This design comes from an exercise in tuning for a short achievable clock period and few clock cycles on the open sky130 flow, not from production work.
Only simulation tests tie the RTL to the original design; equivalence was not proved.

==> job 3308 <==
==> flow/design.v <==
module IF_Stage (
  input         rst,
  input  [31:0] instr,                   
  input  [9:0]  pc,
  input  [9:0]  pc_other,                
  input         pc_slow,                 
  input  [15:0] tk,                      
  input  [15:0] nt,                      
  input  [15:0] known,                   
  output [9:0]  pc_next,
  output [9:0]  pc_o_next,               
  output        pre,                     
  output        pred                     
);
  wire [3:0]  c      = instr[31:28];
  wire [15:0] dec    = 16'b1 << c;
  wire        hit_tk = |(dec & tk);
  wire        hit_nt = |(dec & nt);
  wire        br     = instr[27:26] == 2'b10;
  wire        taken  = br & (instr[23] ? hit_tk : hit_nt);
  wire [10:0] sum    = {pc, 1'b1} + {instr[9:0], 1'b1};    
  wire [9:0]  other   = pc_slow ? pc_other : pc + 10'd1;
  wire        sel     = taken & ~pc_slow;
  wire        sel_o   = sel & ~rst;
  wire [9:0]  other_o = rst ? 10'd0 : other;
  assign pc_next   = sel ? sum[10:1] : other;
  assign pc_o_next = sel_o ? sum[10:1] : other_o;
  assign pre       = br & |(dec & known);
  assign pred      = taken;
endmodule
module ARM (
  input         clk,
  input         rst,
  output [31:0] IMEM_ADDR,
  input  [31:0] IMEM_DATA,
  output        SRAM_WE_N,
  output [16:0] SRAM_ADDR,
  output [31:0] SRAM_DQ_OUT,
  input  [31:0] SRAM_DQ_IN
);
  integer i;
  reg  [9:0]  pc;                        
  reg  [9:0]  pc_o;                      
  reg         sram_we_n;
  reg  [31:0] ir;                        
  reg         d_valid;
  reg         d_pre;                     
  reg         d_pred;                    
  reg  [9:0]  d_pc;
  reg         e_valid;                   
  reg  [3:0]  e_cond;
  reg         e_s;
  reg         e_wb, e_load, e_store;
  reg         e_arith, e_sub, e_adc, e_and, e_orr, e_eor, e_mov, e_mvn;
  reg  [3:0]  e_dest;
  reg  [31:0] e_a, e_b, e_sd;
  reg  [17:0] e_off;
  reg         e_a_ex, e_a_ld, e_b_ex, e_b_ld, e_sd_ex, e_sd_ld;
  reg         e_br_check;                
  reg         e_pred;                    
  reg  [9:0]  e_target;
  reg  [9:0]  e_next;                    
  reg  [3:0]  flags;                     
  reg         m_we, m_ld;                
  reg  [3:0]  m_dest;
  reg  [31:0] m_res;
  reg  [15:0] sram_addr;
  reg  [31:0] sram_dq;
  reg         w_we;                      
  reg  [3:0]  w_dest;
  reg  [31:0] w_data;
  reg  [31:0] rf [0:14];
  reg  [14:0] rf_eq1;                    
  assign IMEM_ADDR   = {20'b0, pc_o, 2'b00};
  assign SRAM_WE_N   = sram_we_n;
  assign SRAM_ADDR   = {1'b0, sram_addr};
  assign SRAM_DQ_OUT = sram_dq;
  function cond_ok(input [3:0] c, input [3:0] f);
    reg z, cf, n, v;
    begin
      {z, cf, n, v} = f;
      case (c)
        4'b0000: cond_ok = z;
        4'b0001: cond_ok = ~z;
        4'b0010: cond_ok = cf;
        4'b0011: cond_ok = ~cf;
        4'b0100: cond_ok = n;
        4'b0101: cond_ok = ~n;
        4'b0110: cond_ok = v;
        4'b0111: cond_ok = ~v;
        4'b1000: cond_ok = cf & ~z;
        4'b1001: cond_ok = ~cf & z;
        4'b1010: cond_ok = n == v;
        4'b1011: cond_ok = n != v;
        4'b1100: cond_ok = ~z & (n == v);
        4'b1101: cond_ok = z & (n != v);
        4'b1110: cond_ok = 1'b1;
        default: cond_ok = 1'b0;
      endcase
    end
  endfunction
  wire e_pass = cond_ok(e_cond, flags);
  wire [3:0] d_cond = ir[31:28];
  wire [1:0] d_mode = ir[27:26];
  wire       d_imm  = ir[25];
  wire [3:0] d_op   = ir[24:21];
  wire       d_sbit = ir[20];
  wire [3:0] d_rn   = ir[19:16];
  wire [3:0] d_rd   = ir[15:12];
  wire [3:0] d_rm   = ir[3:0];
  wire [4:0] d_amt  = ir[11:7];
  wire [1:0] d_sh   = ir[6:5];
  wire d_dp    = d_mode == 2'b00;
  wire d_mem   = d_mode == 2'b01;
  wire d_br    = d_mode == 2'b10;
  wire d_load  = d_mem & d_sbit;
  wire d_store = d_mem & ~d_sbit;
  wire op_mov = d_dp & (d_op == 4'b1101);
  wire op_mvn = d_dp & (d_op == 4'b1111);
  wire op_add = d_dp & (d_op == 4'b0100);
  wire op_adc = d_dp & (d_op == 4'b0101);
  wire op_sub = d_dp & (d_op == 4'b0010);
  wire op_sbc = d_dp & (d_op == 4'b0110);
  wire op_and = d_dp & (d_op == 4'b0000);
  wire op_orr = d_dp & (d_op == 4'b1100);
  wire op_eor = d_dp & (d_op == 4'b0001);
  wire op_cmp = d_dp & (d_op == 4'b1010);
  wire op_tst = d_dp & (d_op == 4'b1000);
  wire d_wb     = op_mov | op_mvn | op_add | op_adc | op_sub | op_sbc |
                  op_and | op_orr | op_eor | d_load;
  wire d_arith  = op_add | op_adc | op_sub | op_sbc | op_cmp | d_mem;
  wire d_subop  = op_sub | op_sbc | op_cmp;
  wire d_adcop  = op_adc | op_sbc;
  wire d_andop  = op_and | op_tst;
  wire d_use_b  = op_mov | op_mvn | d_arith | op_and | op_tst | op_orr | op_eor;
  wire d_use_a  = d_use_b & ~op_mov & ~op_mvn;
  wire d_use_rm = d_use_b & ~d_mem & ~d_imm;      
  wire d_shifted = d_use_rm & (d_amt != 5'd0);
  function [31:0] dread(input [3:0] r);
    begin
      if (m_we & ~m_ld & (m_dest == r))
        dread = m_res;
      else if (w_we & (w_dest == r))
        dread = w_data;
      else if (r == 4'd15)
        dread = 32'b0;
      else
        dread = rf[r];
    end
  endfunction
  wire [31:0] d_va = dread(d_rn);
  wire [31:0] d_v2 = dread(d_rm);
  wire [31:0] d_vd = dread(d_rd);
  wire [31:0] d_rot_src = {24'b0, ir[7:0]};
  wire [63:0] d_rot_dbl = {d_rot_src, d_rot_src} >> {ir[11:8], 1'b0};
  wire [63:0] d_ror_dbl = {d_v2, d_v2} >> d_amt;
  reg  [31:0] d_shv;
  always @(*) begin
    case (d_sh)
      2'b00: d_shv = d_v2 << d_amt;
      2'b01: d_shv = d_v2 >> d_amt;
      2'b10: d_shv = d_v2 >> d_amt;
      default: d_shv = d_ror_dbl[31:0];
    endcase
  end
  wire [31:0] d_b = d_mem ? {20'b0, ir[11:0]} : d_imm ? d_rot_dbl[31:0] : d_shv;
  wire e_w_any = e_valid & e_wb;
  wire a_hit_e  = d_use_a  & e_w_any & (e_dest == d_rn);
  wire b_hit_e  = d_use_rm & e_w_any & (e_dest == d_rm);
  wire sd_hit_e = d_store  & e_w_any & (e_dest == d_rd);
  wire a_hit_ml  = d_use_a  & m_we & m_ld & (m_dest == d_rn);
  wire b_hit_ml  = d_use_rm & m_we & m_ld & (m_dest == d_rm);
  wire sd_hit_ml = d_store  & m_we & m_ld & (m_dest == d_rd);
  wire d_stall = d_valid & (
      (e_load & (a_hit_e | b_hit_e | sd_hit_e)) |
      (d_shifted & (b_hit_e | b_hit_ml)));
  wire [9:0] d_target = d_pc + 10'd1 + ir[9:0];
  wire d_flags_known = ~(e_valid & e_s);
  wire e_sets_flags  = e_valid & e_s & e_pass;
  wire d_cond_now = cond_ok(d_cond, {e_sets_flags ? f_z : flags[3], flags[2:0]});
  wire d_br_sure  = (d_cond == 4'b1110) | (d_cond == 4'b1111) | d_flags_known |
                    (d_cond[3:1] == 3'b000);
  wire [9:0] d_next = d_pc + 10'd1;
  wire d_fix      = d_valid & d_br & ~d_pre & d_br_sure & (d_cond_now != d_pred);
  wire d_taken    = d_fix;
  wire [9:0] d_fix_pc = d_cond_now ? d_target : d_next;
  wire d_ops_ready = ~a_hit_e & ~a_hit_ml;
  wire d_sub1 = (op_sub | op_cmp) & d_imm & (ir[11:0] == 12'd1);
  wire m_eq1 = m_res == 32'd1;
  wire w_eq1 = w_data == 32'd1;
  wire d_rn_eq1 =
      (m_we & ~m_ld & (m_dest == d_rn)) ? m_eq1 :
      (w_we & (w_dest == d_rn)) ? w_eq1 :
      (d_rn == 4'd15) ? 1'b0 : rf_eq1[d_rn];
  wire e_sf   = e_valid & e_s & e_pass;
  wire d_sets = d_valid & d_sbit;
  wire d_exec_known = ~e_sf | (d_cond[3:1] == 3'b111);
  wire d_exec = d_valid & ((d_cond == 4'b1110) | (~e_sf & cond_ok(d_cond, flags)));
  wire f_all_known = ~e_sf & ~(d_sets & d_exec);
  wire f_z_known   = f_all_known |
                     (d_sets & d_exec & d_exec_known & d_ops_ready & d_sub1);
  wire f_zv        = (d_sets & d_exec) ? d_rn_eq1 : flags[3];
  reg  [15:0] f_tk, f_nt;                
  reg  [15:0] f_known;
  integer c;
  always @(*) begin
    for (c = 0; c < 16; c = c + 1) begin
      if (f_all_known | (c >= 14)) begin
        f_tk[c] = cond_ok(c, flags);
        f_nt[c] = cond_ok(c, flags);
        f_known[c] = 1'b1;
      end else if (f_z_known & (c < 2)) begin
        f_tk[c] = (c == 0) ? f_zv : ~f_zv;
        f_nt[c] = (c == 0) ? f_zv : ~f_zv;
        f_known[c] = 1'b1;
      end else begin
        f_tk[c] = 1'b1;
        f_nt[c] = 1'b0;
        f_known[c] = 1'b0;
      end
    end
  end
  wire [31:0] a  = e_a_ex  ? m_res : e_a_ld  ? w_data : e_a;
  wire [31:0] b  = e_b_ex  ? m_res : e_b_ld  ? w_data : e_b;
  wire [31:0] sd = e_sd_ex ? m_res : e_sd_ld ? w_data : e_sd;
  wire e_exec = e_valid & e_pass;
  wire [32:0] x   = e_sub ? {a[31], a} : {1'b0, a};
  wire [32:0] y   = e_sub ? ~{b[31], b} : {1'b0, b};
  wire        cin = e_adc ? flags[2] : e_sub;
  wire [32:0] sum = x + y + {32'b0, cin};
  wire [31:0] lres =
      ({32{e_and}}   & (a & b)) |
      ({32{e_orr}}   & (a | b)) |
      ({32{e_eor}}   & (a ^ b)) |
      ({32{e_mov}}   & b) |
      ({32{e_mvn}}   & ~b);
  wire [31:0] res = e_arith ? sum[31:0] : lres;
  wire [31:0] zc  = {x[30:0] | y[30:0], cin};
  wire        z_a = &(~(x[31:0] ^ y[31:0] ^ zc));
  wire f_z = e_arith ? z_a : ~|lres;
  wire f_n = res[31];
  wire f_c = e_arith & sum[32];
  wire f_v = e_arith & (e_sub ? (sum[32] ^ sum[31])
                              : ((a[31] == b[31]) & (sum[31] != a[31])));
  wire [17:0] e_addr = a[17:0] + e_off;
  wire e_redirect = e_valid & e_br_check & (e_pass != e_pred);
  wire [9:0] e_fix_pc = e_pass ? e_target : e_next;
  wire       pc_slow = e_redirect | d_stall | d_taken;
  wire [9:0] pc_other = e_redirect ? e_fix_pc : d_stall ? pc : d_fix_pc;
  wire [9:0] pc_next, pc_o_next;
  wire       f_pre, f_pred;
  IF_Stage if_stage (
    .rst(rst),
    .instr(IMEM_DATA),
    .pc(pc),
    .pc_other(pc_other),
    .pc_slow(pc_slow),
    .tk(f_tk),
    .nt(f_nt),
    .known(f_known),
    .pc_next(pc_next),
    .pc_o_next(pc_o_next),
    .pre(f_pre),
    .pred(f_pred)
  );
  reg rst_q;
  always @(posedge clk)
    rst_q <= rst;
  always @(posedge clk or posedge rst) begin
    if (rst) begin
      pc <= 10'd0;
      d_valid <= 1'b0;
      e_valid <= 1'b0;
      flags <= 4'b0;
      m_we <= 1'b0;
      w_we <= 1'b0;
    end else begin
      pc <= pc_next;
      if (e_redirect | d_taken)
        d_valid <= 1'b0;
      else if (~d_stall)
        d_valid <= 1'b1;
      e_valid <= d_valid & ~d_stall & ~e_redirect;
      if (e_exec & e_s)
        flags <= {f_z, f_c, f_n, f_v};
      m_we <= e_exec & e_wb;
      w_we <= m_we & m_ld;
    end
  end
  always @(posedge clk) begin
    pc_o <= pc_o_next;
    sram_we_n <= rst | ~(e_exec & e_store);
    if (~e_redirect & ~d_stall & ~d_taken) begin
      ir <= IMEM_DATA;
      d_pc <= pc;
      d_pre <= f_pre;
      d_pred <= f_pred;
    end
    e_cond <= d_cond;
    e_s <= d_sbit;
    e_wb <= d_wb;
    e_load <= d_load;
    e_store <= d_store;
    e_arith <= d_arith;
    e_sub <= d_subop;
    e_adc <= d_adcop;
    e_and <= d_andop;
    e_orr <= op_orr;
    e_eor <= op_eor;
    e_mov <= op_mov;
    e_mvn <= op_mvn;
    e_dest <= d_rd;
    e_a <= d_va;
    e_b <= d_b;
    e_sd <= d_vd;
    e_off <= {6'b0, ir[11:0]} - 18'd1024;
    e_a_ex <= a_hit_e & e_pass & ~e_load;
    e_a_ld <= a_hit_ml & ~(a_hit_e & e_pass);
    e_b_ex <= b_hit_e & e_pass & ~e_load & ~d_shifted;
    e_b_ld <= b_hit_ml & ~(b_hit_e & e_pass) & ~d_shifted;
    e_sd_ex <= sd_hit_e & e_pass & ~e_load;
    e_sd_ld <= sd_hit_ml & ~(sd_hit_e & e_pass);
    e_br_check <= d_br & ~d_pre & ~d_br_sure;
    e_target <= d_target;
    e_next <= d_next;
    e_pred <= d_pred;
    m_ld <= e_load;
    m_dest <= e_dest;
    m_res <= res;
    sram_addr <= e_addr[17:2];
    sram_dq <= sd;
    w_dest <= m_dest;
    w_data <= SRAM_DQ_IN;
    for (i = 0; i < 15; i = i + 1) begin
      if (rst_q) begin
        rf[i] <= i;
        rf_eq1[i] <= i == 1;
      end else if (m_we & ~m_ld & (m_dest == i)) begin
        rf[i] <= m_res;
        rf_eq1[i] <= m_eq1;
      end else if (w_we & (w_dest == i)) begin
        rf[i] <= w_data;
        rf_eq1[i] <= w_eq1;
      end
    end
  end
endmodule
==> flow/flow/run.sh <==
#!/bin/bash
# The standard layout (standard.sh, the standard flow's own ORFS run), with these changes:
#  - repair_timing is asked for 15.3 ns of setup slack, so the resizer works
#    on every path longer than 4.7 ns (the SDC and clock period are unchanged);
#  - the resizer may swap a cell for one of another footprint;
#  - the port buffers are buf_4 cells.
# make's output goes to make_finish.log; ORFS writes each step's log under orfs/logs.
set -euo pipefail
bash standard.sh SETUP_SLACK_MARGIN=15.3 MATCH_CELL_FOOTPRINT=0 \
  "BUFFER_PORTS_ARGS=-buffer_cell sky130_fd_sc_hd__buf_4" finish > make_finish.log 2>&1
==> flow/standard.sh <==
#!/bin/bash
# synth_recipe.tcl (not shown) runs the flow's synth.tcl, then flattens the netlist and writes it again
# the make line also repeats each setting of config.mk as NAME=value (left out here)
make -C /OpenROAD-flow-scripts/flow DESIGN_CONFIG=/design/flow/config.mk WORK_HOME=/design/flow/orfs CLKGATE_MAP_FILE= SYNTH_SCRIPT=/design/flow/synth_recipe.tcl "${@:-finish}"
==> flow/config.mk <==
export PLATFORM = sky130hd
export DESIGN_NAME = ARM
export DESIGN_NICKNAME = ARM
export VERILOG_FILES = /design/flow/design.v
export SDC_FILE = /design/flow/constraint.sdc
export NUM_CORES = 4
export LEC_CHECK = 0
export CAP_MARGIN = 40
export CORE_MARGIN = 2
export CORE_UTILIZATION = 40
export SLEW_MARGIN = 30
export SYNTH_HIERARCHICAL = 1
==> flow/constraint.sdc <==
create_clock -name core_clock -period 20.0 [get_ports {clk}]
set_input_delay 4.0000 -clock core_clock [delete_from_list [all_inputs] [get_ports {clk}]]
set_output_delay 4.0000 -clock core_clock [all_outputs]
set_load 0.01 [all_outputs]
==> inputs of job 8602, as changes to job 3308 <==
--- a/flow/design.v
+++ b/flow/design.v
@@ -1,3 +1,2 @@
 module IF_Stage (
-  input         rst,
   input  [31:0] instr,                   
@@ -10,3 +9,2 @@
   output [9:0]  pc_next,
-  output [9:0]  pc_o_next,               
   output        pre,                     
@@ -23,6 +21,3 @@
   wire        sel     = taken & ~pc_slow;
-  wire        sel_o   = sel & ~rst;
-  wire [9:0]  other_o = rst ? 10'd0 : other;
   assign pc_next   = sel ? sum[10:1] : other;
-  assign pc_o_next = sel_o ? sum[10:1] : other_o;
   assign pre       = br & |(dec & known);
@@ -249,6 +244,5 @@
   wire [9:0] pc_other = e_redirect ? e_fix_pc : d_stall ? pc : d_fix_pc;
-  wire [9:0] pc_next, pc_o_next;
+  wire [9:0] pc_next;
   wire       f_pre, f_pred;
   IF_Stage if_stage (
-    .rst(rst),
     .instr(IMEM_DATA),
@@ -261,3 +255,2 @@
     .pc_next(pc_next),
-    .pc_o_next(pc_o_next),
     .pre(f_pre),
@@ -271,2 +264,3 @@
       pc <= 10'd0;
+      pc_o <= 10'd0;
       d_valid <= 1'b0;
@@ -278,2 +272,3 @@
       pc <= pc_next;
+      pc_o <= pc_next;
       if (e_redirect | d_taken)
@@ -290,3 +285,2 @@
   always @(posedge clk) begin
-    pc_o <= pc_o_next;
     sram_we_n <= rst | ~(e_exec & e_store);
--- a/flow/config.mk
+++ b/flow/config.mk
@@ -9,3 +9,3 @@
 export CORE_MARGIN = 2
-export CORE_UTILIZATION = 40
+export CORE_UTILIZATION = 50
 export SLEW_MARGIN = 30
==> inputs of job 1694, as changes to job 3308 <==
--- a/flow/design.v
+++ b/flow/design.v
@@ -1,31 +1 @@
-module IF_Stage (
-  input         rst,
-  input  [31:0] instr,                   
-  input  [9:0]  pc,
-  input  [9:0]  pc_other,                
-  input         pc_slow,                 
-  input  [15:0] tk,                      
-  input  [15:0] nt,                      
-  input  [15:0] known,                   
-  output [9:0]  pc_next,
-  output [9:0]  pc_o_next,               
-  output        pre,                     
-  output        pred                     
-);
-  wire [3:0]  c      = instr[31:28];
-  wire [15:0] dec    = 16'b1 << c;
-  wire        hit_tk = |(dec & tk);
-  wire        hit_nt = |(dec & nt);
-  wire        br     = instr[27:26] == 2'b10;
-  wire        taken  = br & (instr[23] ? hit_tk : hit_nt);
-  wire [10:0] sum    = {pc, 1'b1} + {instr[9:0], 1'b1};    
-  wire [9:0]  other   = pc_slow ? pc_other : pc + 10'd1;
-  wire        sel     = taken & ~pc_slow;
-  wire        sel_o   = sel & ~rst;
-  wire [9:0]  other_o = rst ? 10'd0 : other;
-  assign pc_next   = sel ? sum[10:1] : other;
-  assign pc_o_next = sel_o ? sum[10:1] : other_o;
-  assign pre       = br & |(dec & known);
-  assign pred      = taken;
-endmodule
 module ARM (
@@ -72,3 +42,2 @@
   reg  [31:0] rf [0:14];
-  reg  [14:0] rf_eq1;                    
   assign IMEM_ADDR   = {20'b0, pc_o, 2'b00};
@@ -186,20 +155,4 @@
   wire [9:0] d_fix_pc = d_cond_now ? d_target : d_next;
-  wire d_ops_ready = ~a_hit_e & ~a_hit_ml;
-  wire d_sub1 = (op_sub | op_cmp) & d_imm & (ir[11:0] == 12'd1);
-  wire m_eq1 = m_res == 32'd1;
-  wire w_eq1 = w_data == 32'd1;
-  wire d_rn_eq1 =
-      (m_we & ~m_ld & (m_dest == d_rn)) ? m_eq1 :
-      (w_we & (w_dest == d_rn)) ? w_eq1 :
-      (d_rn == 4'd15) ? 1'b0 : rf_eq1[d_rn];
-  wire e_sf   = e_valid & e_s & e_pass;
-  wire d_sets = d_valid & d_sbit;
-  wire d_exec_known = ~e_sf | (d_cond[3:1] == 3'b111);
-  wire d_exec = d_valid & ((d_cond == 4'b1110) | (~e_sf & cond_ok(d_cond, flags)));
-  wire f_all_known = ~e_sf & ~(d_sets & d_exec);
-  wire f_z_known   = f_all_known |
-                     (d_sets & d_exec & d_exec_known & d_ops_ready & d_sub1);
-  wire f_zv        = (d_sets & d_exec) ? d_rn_eq1 : flags[3];
+  wire f_flags_known = ~(d_valid & ir[20]) & ~(e_valid & e_s & e_pass);
   reg  [15:0] f_tk, f_nt;                
-  reg  [15:0] f_known;
   integer c;
@@ -207,10 +160,5 @@
     for (c = 0; c < 16; c = c + 1) begin
-      if (f_all_known | (c >= 14)) begin
+      if (f_flags_known | (c >= 14)) begin
         f_tk[c] = cond_ok(c, flags);
         f_nt[c] = cond_ok(c, flags);
-        f_known[c] = 1'b1;
-      end else if (f_z_known & (c < 2)) begin
-        f_tk[c] = (c == 0) ? f_zv : ~f_zv;
-        f_nt[c] = (c == 0) ? f_zv : ~f_zv;
-        f_known[c] = 1'b1;
       end else begin
@@ -218,3 +166,2 @@
         f_nt[c] = 1'b0;
-        f_known[c] = 1'b0;
       end
@@ -222,2 +169,8 @@
   end
+  wire [3:0] f_cond = IMEM_DATA[31:28];
+  wire f_br = IMEM_DATA[27:26] == 2'b10;
+  wire f_sure  = (f_cond == 4'b1110) | (f_cond == 4'b1111) | f_flags_known;
+  wire f_taken = f_br & (IMEM_DATA[23] ? f_tk[f_cond] : f_nt[f_cond]);
+  wire [10:0] f_sum   = {pc, 1'b1} + {IMEM_DATA[9:0], 1'b1};    
+  wire [9:0]  f_target = f_sum[10:1];
   wire [31:0] a  = e_a_ex  ? m_res : e_a_ld  ? w_data : e_a;
@@ -248,19 +201,4 @@
   wire       pc_slow = e_redirect | d_stall | d_taken;
-  wire [9:0] pc_other = e_redirect ? e_fix_pc : d_stall ? pc : d_fix_pc;
-  wire [9:0] pc_next, pc_o_next;
-  wire       f_pre, f_pred;
-  IF_Stage if_stage (
-    .rst(rst),
-    .instr(IMEM_DATA),
-    .pc(pc),
-    .pc_other(pc_other),
-    .pc_slow(pc_slow),
-    .tk(f_tk),
-    .nt(f_nt),
-    .known(f_known),
-    .pc_next(pc_next),
-    .pc_o_next(pc_o_next),
-    .pre(f_pre),
-    .pred(f_pred)
-  );
+  wire [9:0] pc_other = e_redirect ? e_fix_pc : d_stall ? pc : d_taken ? d_fix_pc : pc + 10'd1;
+  wire [9:0] pc_next = (~pc_slow & f_taken) ? f_target : pc_other;
   reg rst_q;
@@ -290,3 +228,3 @@
   always @(posedge clk) begin
-    pc_o <= pc_o_next;
+    pc_o <= rst ? 10'd0 : pc_next;
     sram_we_n <= rst | ~(e_exec & e_store);
@@ -295,4 +233,4 @@
       d_pc <= pc;
-      d_pre <= f_pre;
-      d_pred <= f_pred;
+      d_pre <= f_br & f_sure;
+      d_pred <= f_taken;
     end
@@ -334,12 +272,8 @@
     for (i = 0; i < 15; i = i + 1) begin
-      if (rst_q) begin
+      if (rst_q)
         rf[i] <= i;
-        rf_eq1[i] <= i == 1;
-      end else if (m_we & ~m_ld & (m_dest == i)) begin
+      else if (m_we & ~m_ld & (m_dest == i))
         rf[i] <= m_res;
-        rf_eq1[i] <= m_eq1;
-      end else if (w_we & (w_dest == i)) begin
+      else if (w_we & (w_dest == i))
         rf[i] <= w_data;
-        rf_eq1[i] <= w_eq1;
-      end
     end
--- a/flow/config.mk
+++ b/flow/config.mk
@@ -11,2 +11 @@
 export SLEW_MARGIN = 30
-export SYNTH_HIERARCHICAL = 1
==> inputs of job 9889, as changes to job 3308 <==
--- a/flow/design.v
+++ b/flow/design.v
@@ -1,3 +1,9 @@
+module PC (
+  input        rst,
+  input  [9:0] pc_next,
+  output [9:0] pc_o_next
+);
+  assign pc_o_next = pc_next & ~{10{rst}};
+endmodule
 module IF_Stage (
-  input         rst,
   input  [31:0] instr,                   
@@ -10,3 +16,2 @@
   output [9:0]  pc_next,
-  output [9:0]  pc_o_next,               
   output        pre,                     
@@ -23,6 +28,3 @@
   wire        sel     = taken & ~pc_slow;
-  wire        sel_o   = sel & ~rst;
-  wire [9:0]  other_o = rst ? 10'd0 : other;
   assign pc_next   = sel ? sum[10:1] : other;
-  assign pc_o_next = sel_o ? sum[10:1] : other_o;
   assign pre       = br & |(dec & known);
@@ -249,6 +251,5 @@
   wire [9:0] pc_other = e_redirect ? e_fix_pc : d_stall ? pc : d_fix_pc;
-  wire [9:0] pc_next, pc_o_next;
+  wire [9:0] pc_next;
   wire       f_pre, f_pred;
   IF_Stage if_stage (
-    .rst(rst),
     .instr(IMEM_DATA),
@@ -261,3 +262,2 @@
     .pc_next(pc_next),
-    .pc_o_next(pc_o_next),
     .pre(f_pre),
@@ -265,2 +265,8 @@
   );
+  wire [9:0] pc_o_next;
+  PC pc_out (
+    .rst(rst),
+    .pc_next(pc_next),
+    .pc_o_next(pc_o_next)
+  );
   reg rst_q;
--- a/flow/config.mk
+++ b/flow/config.mk
@@ -9,3 +9,3 @@
 export CORE_MARGIN = 2
-export CORE_UTILIZATION = 40
+export CORE_UTILIZATION = 55
 export SLEW_MARGIN = 30
==> results.sh <==
export IMPL_wl_per_cell_um=36.44
export IMPL_min_period_ns=5.487
export IMPL_p_seq_mw=2.35
export IMPL_clkLatencyLatePin_ns=0.78
export IMPL_fmaxAchievable_ghz=0.1822
export IMPL_dieArea_um2=147500
export IMPL_synth_xor_area_share_pct=2.622
export IMPL_critPathRequiredTime_ns=20.68
export IMPL_grt_usage_pct=42.15
export IMPL_status="finished clean"
export IMPL_path_class="in2reg"
(the above is from job 3308)
==> results.sh <==
export IMPL_wl_per_cell_um=36.99
export IMPL_synthMuxAreaShare_pct=15.75
export IMPL_comb_power_share_pct=56.5
export IMPL_synthSimpleGateAreaFrac_pct=13.81
export IMPL_path_class="in2reg"
export IMPL_dieArea_um2=143300
export IMPL_clkCellAreaFrac_pct=5.161
export IMPL_synth_xor_area_share_pct=2.756
export IMPL_ant_nets=0
export IMPL_grt_usage_pct=41.72
export IMPL_p_seq_mw=2.53
export IMPL_clkLatencyLatePin_ns=0.79
export IMPL_fmaxAchievable_ghz=0.1888
export IMPL_vias=60929
export IMPL_final_common_cell="nor2_1"
export IMPL_status="finished clean"
export IMPL_critPathRequiredTime_ns=20.69
export IMPL_min_period_ns=5.298
(the above is from job 1694)
==> results.sh <==
export IMPL_status="finished clean"
export IMPL_dieArea_um2=117600
export IMPL_place_gp_congestion=1.065
export IMPL_ys_warnings_count=8
export IMPL_synth_xor_area_share_pct=2.773
export IMPL_fmaxAchievable_ghz=0.1887
export IMPL_min_period_ns=5.299
export IMPL_wl_per_cell_um=38.33
export IMPL_final_cell_mix="nor2_1 (954), nand2_1 (781), dfxtp_1 (711), a21oi_1 (438), a22oi_1 (388)"
export IMPL_path_class="reg2out"
export IMPL_dominant_cells="multi-input combinational cells"
export IMPL_comb_power_share_pct=53.5
export IMPL_p_seq_mw=2.27
export IMPL_clkLatencyLatePin_ns=0.78
export IMPL_dr_pass1_iters=17
export IMPL_grt_usage_pct=55.21
export IMPL_rsz0062_at_grt="yes"
export IMPL_critPathRequiredTime_ns=16.00
(the above is from job 8602)
==> results.sh <==
export IMPL_min_period_ns=5.343
export IMPL_critPathRequiredTime_ns=20.60
export IMPL_final_common_cell="nor2_1"
export IMPL_multi_input_area_share_pct=57.12
export IMPL_status="finished clean"
export IMPL_p_seq_mw=2.37
export IMPL_fmaxAchievable_ghz=0.1872
export IMPL_dieArea_um2=107900
export IMPL_dominant_cells="multi-input combinational cells"
export IMPL_clkLatencyLatePin_ns=0.77
export IMPL_vias=65182
export IMPL_drc=0
export IMPL_synth_xor_area_share_pct=2.616
export IMPL_wl_per_cell_um=37.68
(the above is from job 9889)
Testbench counts of job 3308, summed over its fixed seeds: cycles 77,320.
Testbench counts of job 8602, summed over its fixed seeds: cycles 77,320.
Testbench counts of job 1694, summed over its fixed seeds: cycles 79,398.
Testbench counts of job 9889, summed over its fixed seeds: cycles 77,320.

==> separate check: timing with driven ports <==
In the flow no input, the clock included, has a driving cell. The finished layouts below were timed again as built, in two steps.
Step 1, drivers: a clkbuf_16 drives clk and a buf_2 each remaining input, both assumed.
Step 2 times the ports against the registers' clock, not the clock port: input delays grow and output delays shrink by t, the midpoint of the rising clock arrivals with the driver on.
a / b / c = ideal / step 1 / step 2; a / b = the first two.
run	t, ns	setup WS [ns]	worst hold slack (ns)	worst register clock-pin slew, ns	worst slew at a driven data input, ns
job 3308	0.837	14.513 / 14.552 / 13.715	0.423 / 0.423 / 0.423	0.07 / 0.07	0.17
job 8602	0.829	14.701 / 14.619 / 13.979	0.388 / 0.388 / 0.388	0.07 / 0.07	0.30
job 1694	0.850	14.702 / 14.675 / 13.875	0.425 / 0.425 / 0.425	0.07 / 0.07	0.08
job 9889	0.818	14.657 / 14.657 / 13.934	0.413 / 0.413 / 0.413	0.07 / 0.07	0.18
After both steps setup and hold are still met in every run listed. The setup slack of job 1694, which loses most, moves by -0.027 ns with the drivers and by -0.827 ns with both steps.
